Background: an optimization exercise with open tools, aiming at small area. Do not read the settings as production practice. In this exercise RTL edits were held to simulation tests only and were not proved equivalent to the original. Power and IR drop assume default switching activity.

== run 1 ==
## Segway
module Segway(clk,RST_n,LED,INERT_SS_n,INERT_MOSI,
              INERT_SCLK,INERT_MISO,A2D_SS_n,A2D_MOSI,A2D_SCLK,
              A2D_MISO,PWM_rev_rght,PWM_frwrd_rght,PWM_rev_lft,
              PWM_frwrd_lft,piezo_n,piezo,INT,RX);
Size: about 1,500 cells after synthesis, roughly 26 I/O pins, about 17,000 sq um of cells after synthesis.
==> flow/config.mk <==
export PLATFORM = sky130hd
export DESIGN_NAME = Segway
export DESIGN_NICKNAME = Segway
export VERILOG_FILES = /design/flow/design.v
export SDC_FILE = /design/flow/constraint.sdc
export NUM_CORES = 4
export LEC_CHECK = 0
export CAP_MARGIN = 20
export CORE_MARGIN = 2
export CORE_UTILIZATION = 40
export CTS_BUF_LIST = sky130_fd_sc_hd__clkbuf_8
export CTS_CLUSTER_DIAMETER = 60
export CTS_CLUSTER_SIZE = 20
export PLACE_DENSITY = 0.6
export SLEW_MARGIN = 20
==> flow/constraint.sdc <==
create_clock -name core_clock -period 20.0 [get_ports {clk}]
set_input_delay 4.0000 -clock core_clock [delete_from_list [all_inputs] [get_ports {clk}]]
set_output_delay 4.0000 -clock core_clock [all_outputs]
set_load 0.01 [all_outputs]
standard.sh (not shown) runs the stock make flow with config.mk's settings and CLKGATE_MAP_FILE= SYNTH_SCRIPT=/design/flow/synth_recipe.tcl, a recipe that flattens the netlist after the stock synthesis.
==> flow/flow/run.sh <==
#!/bin/bash
# Layout flow: the standard synthesis, a re-mapping of its combinational logic
# (same flip-flops), then the standard flow with clock tree synthesis without
# dummy loads. Each tool writes its output to a log here.
set -euo pipefail
LIB=$FLOW_HOME/platforms/$FLOW_PLATFORM/lib/sky130_fd_sc_hd__tt_025C_1v80.lib
RES=orfs/results/$FLOW_PLATFORM/Segway/base

# 1. standard synthesis
bash standard.sh synth > synth_std.log 2>&1
cp $RES/1_2_yosys.v netlist_std.v

# 2. choose full adders to implement inverted, then re-map the other logic
python3 flow/genmodels.py $LIB models.v > genmodels.log 2>&1
python3 flow/flip.py netlist_std.v flipped.v > flip.log 2>&1
DONTUSE=$(sed -n '/DONT_USE_CELLS += /,/^$/p' $FLOW_HOME/platforms/$FLOW_PLATFORM/config.mk | tr ' \\' '\n\n' | grep '^sky130' | sed 's/^/-dont_use /' | tr '\n' ' ')
sed -e "s|@LIB@|$LIB|g" -e "s|@DONTUSE@|$DONTUSE|" -e "s|@OUT@|netlist_post.v|" flow/post.ys.in > post.ys
yosys -s post.ys > post.log 2>&1
cp netlist_post.v $RES/1_2_yosys.v

# 3. the netlist database again from the new netlist, then the rest of the flow
bash standard.sh synth > synth_odb.log 2>&1
bash standard.sh "CTS_ARGS=-sink_clustering_enable -repair_clock_nets -buf_list {sky130_fd_sc_hd__clkbuf_4 sky130_fd_sc_hd__clkbuf_8 sky130_fd_sc_hd__clkbuf_16} -sink_clustering_size 20 -sink_clustering_max_diameter 60 -dont_use_dummy_load" finish > finish.log 2>&1
Other scripts of this flow, unchanged in this note and not shown: flow/flow/area.abc, flow/flow/flip.py, flow/flow/genmodels.py, flow/flow/post.ys.in
For run 2, these inputs were changed with respect to run 1:
-- flow/flow/run.sh --
<<< run 1, line 22
bash standard.sh synth > synth_odb.log 2>&1
bash standard.sh "CTS_ARGS=-sink_clustering_enable -repair_clock_nets -buf_list {sky130_fd_sc_hd__clkbuf_4 sky130_fd_sc_hd__clkbuf_8 sky130_fd_sc_hd__clkbuf_16} -sink_clustering_size 20 -sink_clustering_max_diameter 60 -dont_use_dummy_load" finish > finish.log 2>&1
>>> run 2, line 22
bash standard.sh synth > synth_odb.log 2>&1
bash standard.sh "CTS_ARGS=-sink_clustering_enable -repair_clock_nets -buf_list sky130_fd_sc_hd__clkbuf_8 -sink_clustering_size 20 -sink_clustering_max_diameter 60 -dont_use_dummy_load" finish > finish.log 2>&1
[summary]
Between run 2 and run 1, it is run 2 whose aggregate routed wire length is lower, by about 0.8%.
Summary of run 2 over run 1: combinational power neither gained nor lost much; cell area after layout lost 1.6%; via count of the routed design lost about 0.5%; total power after layout lost about 13%; transition time at the pin with the least slew margin lost 13 ps.
Compared with run 1, run 2 shows a setup slack that is 11 ps higher.
Compared with run 1, in run 2 total of endpoints with negative setup slack in the final report shows no meaningful change, synthesis-to-layout area growth shows a reduction of 1.8 points.
[inputs] run 3 vs run 2
-- flow/flow/run.sh --
<<< run 2, line 22
bash standard.sh synth > synth_odb.log 2>&1
bash standard.sh "CTS_ARGS=-sink_clustering_enable -repair_clock_nets -buf_list sky130_fd_sc_hd__clkbuf_8 -sink_clustering_size 20 -sink_clustering_max_diameter 60 -dont_use_dummy_load" finish > finish.log 2>&1
>>> run 3, line 22
bash standard.sh synth > synth_odb.log 2>&1
bash standard.sh "CTS_ARGS=-sink_clustering_enable -repair_clock_nets -buf_list sky130_fd_sc_hd__clkbuf_4 -sink_clustering_size 12 -sink_clustering_max_diameter 40 -dont_use_dummy_load" finish > finish.log 2>&1
-- flow/config.mk --
<<< run 2, line 9
export CORE_MARGIN = 2
export CORE_UTILIZATION = 40
export CTS_BUF_LIST = sky130_fd_sc_hd__clkbuf_8
>>> run 3, line 9
export CORE_MARGIN = 2
export CORE_UTILIZATION = 60
export CTS_BUF_LIST = sky130_fd_sc_hd__clkbuf_8
<<< run 2, line 13
export CTS_CLUSTER_SIZE = 20
export PLACE_DENSITY = 0.6
export SLEW_MARGIN = 20
>>> run 3, line 13
export CTS_CLUSTER_SIZE = 20
export PLACE_DENSITY = 0.75
export SLEW_MARGIN = 20
Results
Going from run 2 to run 3, the HPWL after detailed placement was found to have gone down by 2.5%.
Run 3 vs run 2: logic depth of the worst path, buffers included down
For post-route non-filler standard cell count, dividing the value from run 2 by the value from run 3 gives 1.08.
Compared to run 2, run 3 was floorplanned on a smaller die.
Between run 3 and run 2, the TritonCTS buffer count is higher for run 3.
#### Input delta (run 4 over run 3)
-- flow/flow/run.sh --
<<< run 3, line 22
bash standard.sh synth > synth_odb.log 2>&1
bash standard.sh "CTS_ARGS=-sink_clustering_enable -repair_clock_nets -buf_list sky130_fd_sc_hd__clkbuf_4 -sink_clustering_size 12 -sink_clustering_max_diameter 40 -dont_use_dummy_load" finish > finish.log 2>&1
>>> run 4, line 22
bash standard.sh synth > synth_odb.log 2>&1
bash standard.sh "CTS_ARGS=-sink_clustering_enable -repair_clock_nets -buf_list sky130_fd_sc_hd__clkbuf_16 -sink_clustering_size 30 -sink_clustering_max_diameter 80 -dont_use_dummy_load" finish > finish.log 2>&1
-- flow/config.mk --
<<< run 3, line 9
export CORE_MARGIN = 2
export CORE_UTILIZATION = 60
export CTS_BUF_LIST = sky130_fd_sc_hd__clkbuf_8
>>> run 4, line 9
export CORE_MARGIN = 2
export CORE_UTILIZATION = 40
export CTS_BUF_LIST = sky130_fd_sc_hd__clkbuf_8
<<< run 3, line 13
export CTS_CLUSTER_SIZE = 20
export PLACE_DENSITY = 0.75
export SLEW_MARGIN = 20
>>> run 4, line 13
export CTS_CLUSTER_SIZE = 20
export PLACE_DENSITY = 0.6
export SLEW_MARGIN = 20
==> comparison <==
The final layout from run 4, which completed every stage, passed the timing, DRC and antenna checks at the end of the flow. Share of the final layout cell area in multi-input gates: run 4 vs run 3 down 1.2 points. NOTE internal power contribution run 3->run 4 increased by a little under 10%. Against run 3, run 4 reports a total chip power that is higher. Worst-path maximum fanout (higher): run 3. Non-clock buffer count ends up higher on run 4. Area of the placeable core (lower): run 3. From run 3 to run 4 the numbers moved as follows: clock network power share went up by 4.7 points, total number of vias went down by 1.7%. Compared run 3 against run 4; combinational power within noise. On part of the total power dissipated in combinational logic, the higher figure sits with run 3, not run 4.

---

## try-indigo
Starting RTL as in the previous note.
Design Segway, start of the top module:
module Segway(clk,RST_n,LED,INERT_SS_n,INERT_MOSI,
              INERT_SCLK,INERT_MISO,A2D_SS_n,A2D_MOSI,A2D_SCLK,
              A2D_MISO,PWM_rev_rght,PWM_frwrd_rght,PWM_rev_lft,
              PWM_frwrd_lft,piezo_n,piezo,INT,RX);
clock: 20.0 ns
lec_check: 0
cap_margin: 20
core_margin: 2
core_utilization: 60
cts_buf_list: sky130_fd_sc_hd__clkbuf_8
cts_cluster_diameter: 60
cts_cluster_size: 20
place_density: 0.75
slew_margin: 20
==> flow/flow/run.sh <==
#!/bin/bash
# Layout flow: the standard synthesis, a re-mapping of its combinational logic
# (same flip-flops), then the standard flow with clock tree synthesis without
# dummy loads. Each tool writes its output to a log here.
set -euo pipefail
LIB=$FLOW_HOME/platforms/$FLOW_PLATFORM/lib/sky130_fd_sc_hd__tt_025C_1v80.lib
RES=orfs/results/$FLOW_PLATFORM/Segway/base

# 1. standard synthesis
bash standard.sh synth > synth_std.log 2>&1
cp $RES/1_2_yosys.v netlist_std.v

# 2. choose full adders to implement inverted, then re-map the other logic
python3 flow/genmodels.py $LIB models.v > genmodels.log 2>&1
python3 flow/flip.py netlist_std.v flipped.v > flip.log 2>&1
DONTUSE=$(sed -n '/DONT_USE_CELLS += /,/^$/p' $FLOW_HOME/platforms/$FLOW_PLATFORM/config.mk | tr ' \\' '\n\n' | grep '^sky130' | sed 's/^/-dont_use /' | tr '\n' ' ')
sed -e "s|@LIB@|$LIB|g" -e "s|@DONTUSE@|$DONTUSE|" -e "s|@OUT@|netlist_post.v|" flow/post.ys.in > post.ys
yosys -s post.ys > post.log 2>&1
cp netlist_post.v $RES/1_2_yosys.v

# 3. the netlist database again from the new netlist, then the rest of the flow
bash standard.sh synth > synth_odb.log 2>&1
bash standard.sh "CTS_ARGS=-sink_clustering_enable -repair_clock_nets -buf_list sky130_fd_sc_hd__clkbuf_8 -sink_clustering_size 20 -sink_clustering_max_diameter 60 -dont_use_dummy_load" finish > finish.log 2>&1
==> flow/flow/area.abc <==
strash
dc2
&get -n
&dch -f
&nf -p -a -R 2000 -C 32
&put
==> flow/flow/flip.py <==
#!/usr/bin/env python3
# Choose full-adder cells to implement in inverted polarity, FA(~a,~b,~c) = ~FA(a,b,c),
# so that fewer inverters sit between adders, flip-flops and ports, and rewrite the
# netlist with explicit inversions (assign) around the flipped adders for ABC to absorb.
import re, sys, random, math, collections
src = open(sys.argv[1]).read()
OUTP = {'X', 'Y', 'Q', 'Q_N', 'SUM', 'COUT'}
cellre = re.compile(r'(\n\s*)(sky130_fd_sc_hd__\w+)\s+(\S+)\s*\((.*?)\);', re.S)
pinre = re.compile(r'\.(\w+)\(([^()]*)\)')
inst = {}
for m in cellre.finditer(src):
    t, n, body = m.group(2), m.group(3), m.group(4)
    inst[n] = (t, dict((p, v.strip()) for p, v in pinre.findall(body)))
def isinv(t): return re.search(r'__inv_\d', t) is not None
def isfa(t): return re.search(r'__fa_\d', t) is not None
def isbox(t): return re.search(r'__(fa|ha|df|edf|dfrtn)', t) is not None
drv = {}
for n, (t, p) in inst.items():
    for pin, net in p.items():
        if pin in OUTP: drv[net] = (n, pin)
def base(net):
    inv = False
    while net in drv and isinv(inst[drv[net][0]][0]):
        net = inst[drv[net][0]][1]['A']; inv = not inv
    return net, inv
# box input consumers of each base net
cons = collections.defaultdict(list)
for n, (t, p) in inst.items():
    if not isbox(t): continue
    for pin, net in p.items():
        if pin in OUTP or pin in ('CLK', 'CLK_N', 'RESET_B', 'SET_B'): continue
        b, i = base(net)
        cons[b].append((n, pin, i))
fas = sorted(n for n, (t, p) in inst.items() if isfa(t))
flip = {n: 0 for n in fas}
# nets touched by each FA (its inputs' bases and its outputs)
touch = collections.defaultdict(set)
for b, cl in cons.items():
    for (n, pin, i) in cl:
        if n in flip: touch[n].add(b)
    if b in drv and drv[b][0] in flip: touch[drv[b][0]].add(b)
def netcost(b):
    pol = 1 if (b in drv and drv[b][0] in flip and flip[drv[b][0]]) else 0
    need = set()
    for (n, pin, i) in cons[b]:
        w = int(i) ^ (flip[n] if n in flip else 0)
        need.add(w ^ pol)
    return 1 if 1 in need else 0
def delta(n):
    before = sum(netcost(b) for b in touch[n])
    flip[n] ^= 1
    after = sum(netcost(b) for b in touch[n])
    flip[n] ^= 1
    return after - before
total = sum(netcost(b) for b in cons)
random.seed(12345)
cur = total; best = total; bestflip = dict(flip); T = 1.5
for it in range(60000):
    n = fas[random.randrange(len(fas))]
    d = delta(n)
    if d <= 0 or random.random() < math.exp(-d / T):
        flip[n] ^= 1; cur += d
        if cur < best: best = cur; bestflip = dict(flip)
    T = max(0.02, T * 0.9999)
flip = bestflip
sys.stderr.write('box-input inversions: %d -> %d, flipped %d of %d adders\n' % (total, best, sum(flip.values()), len(fas)))
# rewrite
newwires = []; assigns = []
def repl(m):
    lead, t, n, body = m.group(1), m.group(2), m.group(3), m.group(4)
    if n not in flip or not flip[n]: return m.group(0)
    key = re.sub(r'\W', '_', n)
    def pr(pm):
        pin, net = pm.group(1), pm.group(2).strip()
        w = 'flp_%s_%s' % (key, pin)
        newwires.append(w)
        if pin in ('A', 'B', 'CIN'): assigns.append('  assign %s = ~%s ;' % (w, net))
        else: assigns.append('  assign %s = ~%s ;' % (net, w))
        return '.%s(%s)' % (pin, w)
    return '%s%s %s (%s);' % (lead, t, n, pinre.sub(pr, body))
out = cellre.sub(repl, src)
i = out.index(');', out.index('module ')) + 2
out = out[:i] + '\n' + ''.join('  wire %s;\n' % w for w in newwires) + out[i:]
j = out.rindex('endmodule')
out = out[:j] + '\n'.join(assigns) + '\n' + out[j:]
open(sys.argv[2], 'w').write(out)
==> flow/flow/genmodels.py <==
# Generate Verilog models of the combinational single-output cells of a liberty file
import re,sys
lib=open(sys.argv[1]).read()
skip=re.compile(r'__(fa|ha|fah|fahcin|fahcon|df|edf|sdf|sedf|dl|sdl|conb|ebuf|einv|bufbuf|lpflow|sdlclk|dlclk|dlrtp|dlxt|dlxb|tap|fill|decap|diode|probe|lpflow|macro|clkdlybuf|dlygate|dlymetal)')
out=[]
for m in re.finditer(r'\n\s*cell\s*\(\s*"?(sky130_fd_sc_hd__\w+)"?\s*\)\s*\{', lib):
    name=m.group(1)
    if skip.search(name): continue
    # find the cell body: up to next "\n    cell (" 
    start=m.end(); nxt=lib.find('\n    cell (', start)
    body=lib[start:nxt if nxt>0 else len(lib)]
    pins=re.findall(r'\n\s*pin\s*\(\s*"?(\w+)"?\s*\)\s*\{(.*?)\n\s{8}\}', body, re.S)
    ins=[]; outs=[]
    for pn,pb in pins:
        d=re.search(r'direction\s*:\s*"?(\w+)"?',pb)
        if not d: continue
        if d.group(1)=='input': ins.append(pn)
        elif d.group(1)=='output':
            f=re.search(r'function\s*:\s*"([^"]*)"',pb)
            outs.append((pn,f.group(1) if f else None))
    if len(outs)!=1 or outs[0][1] is None or not ins: continue
    fn=outs[0][1].replace('!','~')
    fn=re.sub(r'\)\s*\(', ') & (', fn)
    out.append('module %s(%s);\n  input %s;\n  output %s;\n  assign %s = %s;\nendmodule\n' % (name, ', '.join(ins+[outs[0][0]]), ', '.join(ins), outs[0][0], outs[0][0], fn))
open(sys.argv[2],'w').write('\n'.join(out))
print(len(out),'models')
Other scripts of this flow, unchanged in this note and not shown: flow/flow/post.ys.in
### try-indigo -> try-nickel
# try-indigo
export LEC_CHECK = 0
export CAP_MARGIN = 20
export CORE_MARGIN = 2
export CORE_UTILIZATION = 60
export CTS_BUF_LIST = sky130_fd_sc_hd__clkbuf_8
export CTS_CLUSTER_DIAMETER = 60
export CTS_CLUSTER_SIZE = 20
export PLACE_DENSITY = 0.75
export SLEW_MARGIN = 20
create_clock -name core_clock -period 20.0 [get_ports {clk}]
# try-nickel
export LEC_CHECK = 0
export CAP_MARGIN = 0
export CORE_MARGIN = 2
export CORE_UTILIZATION = 40
export CTS_BUF_LIST = sky130_fd_sc_hd__clkbuf_8
export CTS_CLUSTER_DIAMETER = 60
export CTS_CLUSTER_SIZE = 20
export PLACE_DENSITY = 0.6
export SLEW_MARGIN = 0
create_clock -name core_clock -period 20.0 [get_ports {clk}]
### Flow results
- try-nickel: PASS, flow complete, no timing, DRC or antenna violations
- From try-indigo to try-nickel the numbers moved as follows: highest cell delay on the worst timing path moved up; count of clock-buffer cells in the layout went up by 2.
- From try-indigo to try-nickel the numbers moved as follows: DRC marker count from the first detailed-route iteration moved down; H-tree depth roughly the same; utilization saw a decrease; post-layout total power now larger; die area increased about 50%.
Inputs modified between try-nickel and try-ember:
# try-nickel
export LEC_CHECK = 0
export CAP_MARGIN = 0
export CORE_MARGIN = 2
export CORE_UTILIZATION = 40
export CTS_BUF_LIST = sky130_fd_sc_hd__clkbuf_8
export CTS_CLUSTER_DIAMETER = 60
export CTS_CLUSTER_SIZE = 20
export PLACE_DENSITY = 0.6
export SLEW_MARGIN = 0
create_clock -name core_clock -period 20.0 [get_ports {clk}]
# try-ember
export LEC_CHECK = 0
export CAP_MARGIN = 20
export CORE_MARGIN = 2
export CORE_UTILIZATION = 60
export CTS_BUF_LIST = sky130_fd_sc_hd__clkbuf_8
export CTS_CLUSTER_DIAMETER = 60
export CTS_CLUSTER_SIZE = 20
export PLACE_DENSITY = 0.75
export SLEW_MARGIN = 20
create_clock -name core_clock -period 20.0 [get_ports {clk}]
--- a/flow/flow/run.sh
+++ b/flow/flow/run.sh
@@ -22,2 +22,2 @@
 bash standard.sh synth > synth_odb.log 2>&1
-bash standard.sh "CTS_ARGS=-sink_clustering_enable -repair_clock_nets -buf_list sky130_fd_sc_hd__clkbuf_8 -sink_clustering_size 20 -sink_clustering_max_diameter 60 -dont_use_dummy_load" finish > finish.log 2>&1
+bash standard.sh "CTS_ARGS=-sink_clustering_enable -repair_clock_nets -buf_list sky130_fd_sc_hd__clkbuf_4 -sink_clustering_size 12 -sink_clustering_max_diameter 40 -dont_use_dummy_load" finish > finish.log 2>&1
==> flow/flow/area.abc <==
strash
dc2
dch -f
amap
--- a/flow/flow/flip.py
+++ b/flow/flow/flip.py
@@ -15,3 +15,3 @@
 def isfa(t): return re.search(r'__fa_\d', t) is not None
-def isbox(t): return re.search(r'__(fa|ha|df|edf|dfrtn)', t) is not None
+def isbox(t): return re.search(r"__(fa|df|edf|dfrtn)", t) is not None
 drv = {}
--- a/flow/flow/genmodels.py
+++ b/flow/flow/genmodels.py
@@ -3,3 +3,3 @@
 lib=open(sys.argv[1]).read()
-skip=re.compile(r'__(fa|ha|fah|fahcin|fahcon|df|edf|sdf|sedf|dl|sdl|conb|ebuf|einv|bufbuf|lpflow|sdlclk|dlclk|dlrtp|dlxt|dlxb|tap|fill|decap|diode|probe|lpflow|macro|clkdlybuf|dlygate|dlymetal)')
+skip=re.compile(r'__(fa|fah|fahcin|fahcon|df|edf|sdf|sedf|dl|sdl|conb|ebuf|einv|bufbuf|lpflow|sdlclk|dlclk|dlrtp|dlxt|dlxb|tap|fill|decap|diode|probe|lpflow|macro|clkdlybuf|dlygate|dlymetal)')
 out=[]
@@ -20,6 +20,9 @@
             outs.append((pn,f.group(1) if f else None))
-    if len(outs)!=1 or outs[0][1] is None or not ins: continue
-    fn=outs[0][1].replace('!','~')
-    fn=re.sub(r'\)\s*\(', ') & (', fn)
-    out.append('module %s(%s);\n  input %s;\n  output %s;\n  assign %s = %s;\nendmodule\n' % (name, ', '.join(ins+[outs[0][0]]), ', '.join(ins), outs[0][0], outs[0][0], fn))
+    if any(f is None for _, f in outs) or not outs or not ins: continue
+    body=''
+    for on, f in outs:
+        fn=re.sub(r'\)\s*\(', ') & (', f.replace('!','~'))
+        body+='  assign %s = %s;\n' % (on, fn)
+    names=[o for o, _ in outs]
+    out.append('module %s(%s);\n  input %s;\n  output %s;\n%sendmodule\n' % (name, ', '.join(ins+names), ', '.join(ins), ', '.join(names), body))
 open(sys.argv[2],'w').write('\n'.join(out))
## What came out
Going from try-nickel to try-ember, worst-skew pair later-pin latency went up by 0.02 ns; final worst slack increased by 0.31 ns relative to the old numbers; number of optimization iterations in the first detailed-route pass level. Between try-nickel and try-ember, the overall routed net length is lower for try-nickel. Re area added between synthesis and finish: try-nickel was higher than try-ember. Taking try-nickel as the reference, in try-ember area of all placed cells without fillers saw a decrease; multi-input combinational cell area saw a decrease; total number of tap cells saw a decrease.
diff inputs: try-ember => try-fjord
# try-ember
export LEC_CHECK = 0
export CAP_MARGIN = 20
export CORE_MARGIN = 2
export CORE_UTILIZATION = 60
export CTS_BUF_LIST = sky130_fd_sc_hd__clkbuf_8
export CTS_CLUSTER_DIAMETER = 60
export CTS_CLUSTER_SIZE = 20
export PLACE_DENSITY = 0.75
export SLEW_MARGIN = 20
create_clock -name core_clock -period 20.0 [get_ports {clk}]
# try-fjord
export LEC_CHECK = 0
export CAP_MARGIN = 20
export CORE_MARGIN = 2
export CORE_UTILIZATION = 40
export CTS_BUF_LIST = sky130_fd_sc_hd__clkbuf_8
export CTS_CLUSTER_DIAMETER = 60
export CTS_CLUSTER_SIZE = 20
export PLACE_DENSITY = 0.6
export SLEW_MARGIN = 20
create_clock -name core_clock -period 20.0 [get_ports {clk}]
--- a/flow/flow/run.sh
+++ b/flow/flow/run.sh
@@ -22,2 +22,2 @@
 bash standard.sh synth > synth_odb.log 2>&1
-bash standard.sh "CTS_ARGS=-sink_clustering_enable -repair_clock_nets -buf_list sky130_fd_sc_hd__clkbuf_4 -sink_clustering_size 12 -sink_clustering_max_diameter 40 -dont_use_dummy_load" finish > finish.log 2>&1
+bash standard.sh "CTS_ARGS=-sink_clustering_enable -repair_clock_nets -buf_list sky130_fd_sc_hd__clkbuf_8 -sink_clustering_size 20 -sink_clustering_max_diameter 60 -dont_use_dummy_load" finish > finish.log 2>&1
--- outcome ---
- Compared to try-ember, try-fjord has share of the clock period used by the worst path 1.6 points higher.
- Going from try-ember to try-fjord, detailed placer's ending HPWL fell by about 1.2%, count of clock-buffer cells in the layout fell by 10, number of buffers other than clock buffers in the final layout rose by 1.
- Max clock period minus final worst setup slack across try-fjord and try-ember: try-fjord
- When try-fjord is measured against try-ember, its number of standard cells in the final layout excluding fillers turns out 180 higher.
- Going from try-ember to try-fjord, the diode insertion count for antenna repair was found to have gone down by 1.
- Depth of the critical timing path with buffers and inverters included in try-fjord is 1.6% lower than in try-ember
